What follows belongs to an exercise in optimizing a design on an open flow for small area, a short achievable clock period and few clock cycles; a production flow would make more cautious choices.
At most, simulation tests tie the RTL to the original design; equivalence was not proved.
Power is estimated from default activity; no workload was simulated.

main:
==> module PipelinedCPU, before the edit <==
module PipelinedCPU(clk, reset, imem_addr, imem_data, dmem_addr, dmem_wdata, dmem_we, dmem_rdata);
	input  clk;
	input  reset;
	output [31:0] imem_addr;
	input  [31:0] imem_data;
	output [31:0] dmem_addr;
	output [31:0] dmem_wdata;
	output dmem_we;
	input  [31:0] dmem_rdata;
	parameter START_PC = 32'h40;
	wire [3:0]  f_cls = imem_data[31:28];
	wire [3:0]  f_op  = imem_data[27:24];
	wire [3:0]  f_a   = imem_data[23:20];
	wire [3:0]  f_b   = imem_data[19:16];
	wire [3:0]  f_c   = imem_data[15:12];
	wire [15:0] f_imm = imem_data[15:0];
	wire f_alur = (f_cls == 4'hC);
	wire f_alui = (f_cls == 4'h4);
	wire f_cmpr = (f_cls == 4'hD);
	wire f_cmpi = (f_cls == 4'h5);
	wire f_br   = (f_cls == 4'h2);
	wire f_jal  = (f_cls == 4'h6);
	wire f_lw   = (f_cls == 4'h7);
	wire f_sw   = (f_cls == 4'h3);
	wire f_mvhi = f_alui & (f_op == 4'hF);
	wire f_brz  = f_br & (f_op == 4'h2 | f_op == 4'hD | f_op == 4'h8 |
	                      f_op == 4'h1 | f_op == 4'hE | f_op == 4'hF);
	wire       f_bs  = (f_cls[3:1] == 3'b001);         
	wire [3:0] idx1 = f_b;
	wire [3:0] idx2 = f_bs ? f_a : f_c;
	wire [31:0] rf1, rf2;
	wire        x_we;
	wire [3:0]  x_dst;
	wire [31:0] x_res;
	wire byp1 = x_we & (x_dst == idx1);
	wire byp2 = x_we & (x_dst == idx2);
	RegFile regfile(clk, reset, idx1, idx2, byp1, byp2, x_res, rf1, rf2, x_we, x_dst, x_res);
	wire [31:0] f_simm = {{16{f_imm[15]}}, f_imm};
	wire [31:0] f_bval = f_mvhi ? {f_imm, 16'b0} :
	                     (f_alui | f_cmpi) ? f_simm :
	                     rf2;
	reg [2:0] f_tt;
	always @(*) begin
		case (f_op)
			4'h0: f_tt = 3'b111;  
			4'h1: f_tt = 3'b011;  
			4'h2: f_tt = 3'b100;  
			4'h3: f_tt = 3'b000;  
			4'h5: f_tt = 3'b011;  
			4'h6: f_tt = 3'b100;  
			4'h8: f_tt = 3'b110;  
			4'h9: f_tt = 3'b010;  
			4'hA: f_tt = 3'b101;  
			4'hB: f_tt = 3'b001;  
			4'hC: f_tt = 3'b110;  
			4'hD: f_tt = 3'b010;  
			4'hE: f_tt = 3'b101;  
			default: f_tt = 3'b001;  
		endcase
	end
	wire f_isalu = f_alur | (f_alui & ~f_mvhi);
	wire f_radd  = f_isalu & (f_op == 4'h7);
	wire f_rsub  = f_isalu & (f_op == 4'h6);
	wire f_rlog  = f_isalu & ~(f_op == 4'h7) & ~(f_op == 4'h6);
	wire f_cmp   = f_cmpr | f_cmpi;
	wire f_sub   = f_rsub | f_cmp | f_br;
	wire f_invb  = f_rsub | f_cmp;
	wire f_inva  = f_br;
	wire [17:0] f_immr = f_jal ? {f_imm, 2'b00} : {{2{f_imm[15]}}, f_imm};
	wire f_bwd  = f_imm[15];
	wire f_nul  = (f_imm == 16'h0000);
	wire f_pred = f_br & (f_bwd ? (f_op != 4'h3) : (f_op == 4'h0 | f_op == 4'h5 | f_op == 4'h1));
	wire [31:2] fa     = imem_addr[31:2];
	wire [31:2] f_npc  = fa + 30'd1;
	wire [31:2] f_btgt = fa + {{14{f_imm[15]}}, f_imm} + 30'd1;
	reg  [31:0] opA, opB;
	reg  [31:2] npc;       
	reg  [31:2] btgt;      
	reg  [17:0] immr;
	reg  [3:0]  dst;
	reg         we, st, ld, br, jal, pred, nul;
	reg         sub, rarith, rlog, rmvhi, rlink;
	reg  [2:0]  lop;       
	reg  [2:0]  tt;
	wire        cond;
	wire        mispredict = br & ~nul & (cond ^ pred);
	always @(posedge clk) begin
		opA  <= (rf1 ^ {32{f_inva}}) | {32{f_brz}};
		opB  <= f_bval ^ {32{f_invb}};
		btgt <= f_btgt;
		immr <= f_immr;
		dst  <= f_a;
		lop  <= {f_op[3], f_op[1], f_op[0]};
		tt   <= f_tt;
		sub  <= f_sub;
		rarith <= f_radd | f_rsub;
		rlog <= f_rlog;
		rmvhi <= f_mvhi;
		rlink <= f_jal;
		pred <= f_pred;
		nul  <= f_nul;
		if (reset | mispredict) begin
			npc <= reset ? START_PC[31:2] : (cond ? btgt : npc);
			we  <= 1'b0;
			st  <= 1'b0;
			ld  <= 1'b0;
			br  <= 1'b0;
			jal <= 1'b0;
		end else begin
			npc <= f_npc;
			we  <= f_alur | f_alui | f_cmpr | f_cmpi | f_jal | f_lw;
			st  <= f_sw;
			ld  <= f_lw;
			br  <= f_br;
			jal <= f_jal;
		end
	end
	wire [31:0] simmr = {{14{immr[17]}}, immr};
	wire [31:0] as    = opA + opB + {31'b0, sub};   
	wire [31:0] addr  = opA + simmr;                
	wire        eq    = &(opA ^ opB);               
	assign      cond  = eq ? tt[2] : (as[31] ? tt[1] : tt[0]);
	wire [31:0] lres0 = lop[1] ? (opA ^ opB) : lop[0] ? (opA | opB) : (opA & opB);
	wire [31:0] lres  = lres0 ^ {32{lop[2]}};
	assign x_res = ld     ? dmem_rdata :
	               rlink  ? {npc, 2'b00} :
	               rmvhi  ? opB :
	               rarith ? as :
	               rlog   ? lres :
	               {31'b0, cond};
	assign x_we  = we;
	assign x_dst = dst;
	assign imem_addr  = {jal ? addr[31:2] : (br & pred) ? btgt : npc, 2'b00};
	assign dmem_addr  = addr;
	assign dmem_wdata = opB;
	assign dmem_we    = st;
endmodule
==> flow/config.mk <==
export PLATFORM = sky130hd
export DESIGN_NAME = PipelinedCPU
export DESIGN_NICKNAME = PipelinedCPU
export VERILOG_FILES = /design/flow/design.v
export SDC_FILE = /design/flow/constraint.sdc
export NUM_CORES = 4
export LEC_CHECK = 0
export ABC_AREA = 1
export CAP_MARGIN = 20
export CORE_MARGIN = 2
export CORE_UTILIZATION = 40
export SETUP_SLACK_MARGIN = 3.8
export SLEW_MARGIN = 20
==> flow/constraint.sdc <==
create_clock -name core_clock -period 8.0 [get_ports {clk}]
set_input_delay 1.6000 -clock core_clock [delete_from_list [all_inputs] [get_ports {clk}]]
set_output_delay 1.6000 -clock core_clock [all_outputs]
set_load 0.01 [all_outputs]
run.sh (not shown) runs the stock make flow with config.mk's settings and CLKGATE_MAP_FILE= SYNTH_SCRIPT=/design/flow/synth_recipe.tcl, a recipe that flattens the netlist after the stock synthesis.
Testbench counts of main, summed over its fixed seeds: cycles 35,396.
diff inputs: main => the feature branch
-- flow/design.v --
<<< main, line 114
	reg  [2:0]  tt;
	wire        cond;
	wire        mispredict = br & ~nul & (cond ^ pred);
	always @(posedge clk) begin
		opA  <= (rf1 ^ {32{f_inva}}) | {32{f_brz}};
>>> the feature branch, line 114
	reg  [2:0]  tt;
	wire        cond;
	wire [31:0] addr;
	wire        mispredict = (br & ~nul & (cond ^ pred)) | jal;
	always @(posedge clk) begin
		opA  <= (rf1 ^ {32{f_inva}}) | {32{f_brz}};
<<< main, line 131
		nul  <= f_nul;
		if (reset | mispredict) begin
			npc <= reset ? START_PC[31:2] : (cond ? btgt : npc);
			we  <= 1'b0;
			st  <= 1'b0;
>>> the feature branch, line 132
		nul  <= f_nul;
		if (reset | mispredict) begin
			npc <= reset ? START_PC[31:2] : jal ? addr[31:2] : (cond ? btgt : npc);
			we  <= 1'b0;
			st  <= 1'b0;
<<< main, line 148
	wire [31:0] simmr = {{14{immr[17]}}, immr};
	wire [31:0] as    = opA + opB + {31'b0, sub};   
	wire [31:0] addr  = opA + simmr;                
	wire        eq    = &(opA ^ opB);               
	assign      cond  = eq ? tt[2] : (as[31] ? tt[1] : tt[0]);
>>> the feature branch, line 149
	wire [31:0] simmr = {{14{immr[17]}}, immr};
	wire [31:0] as    = opA + opB + {31'b0, sub};   
	assign      addr  = opA + simmr;                
	wire        eq    = &(opA ^ opB);               
	assign      cond  = eq ? tt[2] : (as[31] ? tt[1] : tt[0]);
<<< main, line 161
	assign x_we  = we;
	assign x_dst = dst;
	assign imem_addr  = {jal ? addr[31:2] : (br & pred) ? btgt : npc, 2'b00};
	assign dmem_addr  = addr;
	assign dmem_wdata = opB;
>>> the feature branch, line 162
	assign x_we  = we;
	assign x_dst = dst;
	assign imem_addr  = {(br & pred) ? btgt : npc, 2'b00};
	assign dmem_addr  = addr;
	assign dmem_wdata = opB;
==> comparison <==
Comparing worst slew margin relative to its limit for main and the feature branch, the smaller number came from main. Global-route usage, main and the feature branch: higher on main. Compared with main, the feature branch shows wire length per cell higher by 0.26 µm. The feature branch ended with less reported leakage power than main. In the feature branch relative to main, global-route wire length before repair had gone down by a few percent. The feature branch against main: post-route fraction of the period consumed by the critical path climbed 1.5 points, via count of the routed design now sits lower, maximum frequency now smaller.
Function not checked in the feature branch: the RTL went through the layout flow alone.

-- what the ideal ports hide --
The results above use ideal ports. As a check the final layouts listed here were re-extracted and re-timed, cells and wires unchanged.
Step 1 assumes that a clkbuf_16 drives the clock port and a buf_2 every other input.
Step 2 adds t to the input delays and takes it off the output delays; t is the mean of the earliest and latest rising clock arrival at the registers after step 1. Input paths then give back, and output paths get back, about the clock's delay inside the block.
Three values: ideal ports, drivers, drivers and shift; two values: the first two.
| run | t, ns | setup WS [ns] | pins driven straight from the clock port |
|---|---|---|---|
| main | 0.737 | 3.502 / 3.428 / 3.128 | 1 |
| the feature branch | 0.728 | 3.378 / 3.307 / 3.085 | 1 |
After both steps setup and hold are still met in every run listed. The setup slack of main, which loses most, moves by -0.074 ns with the drivers and by -0.374 ns with both steps.
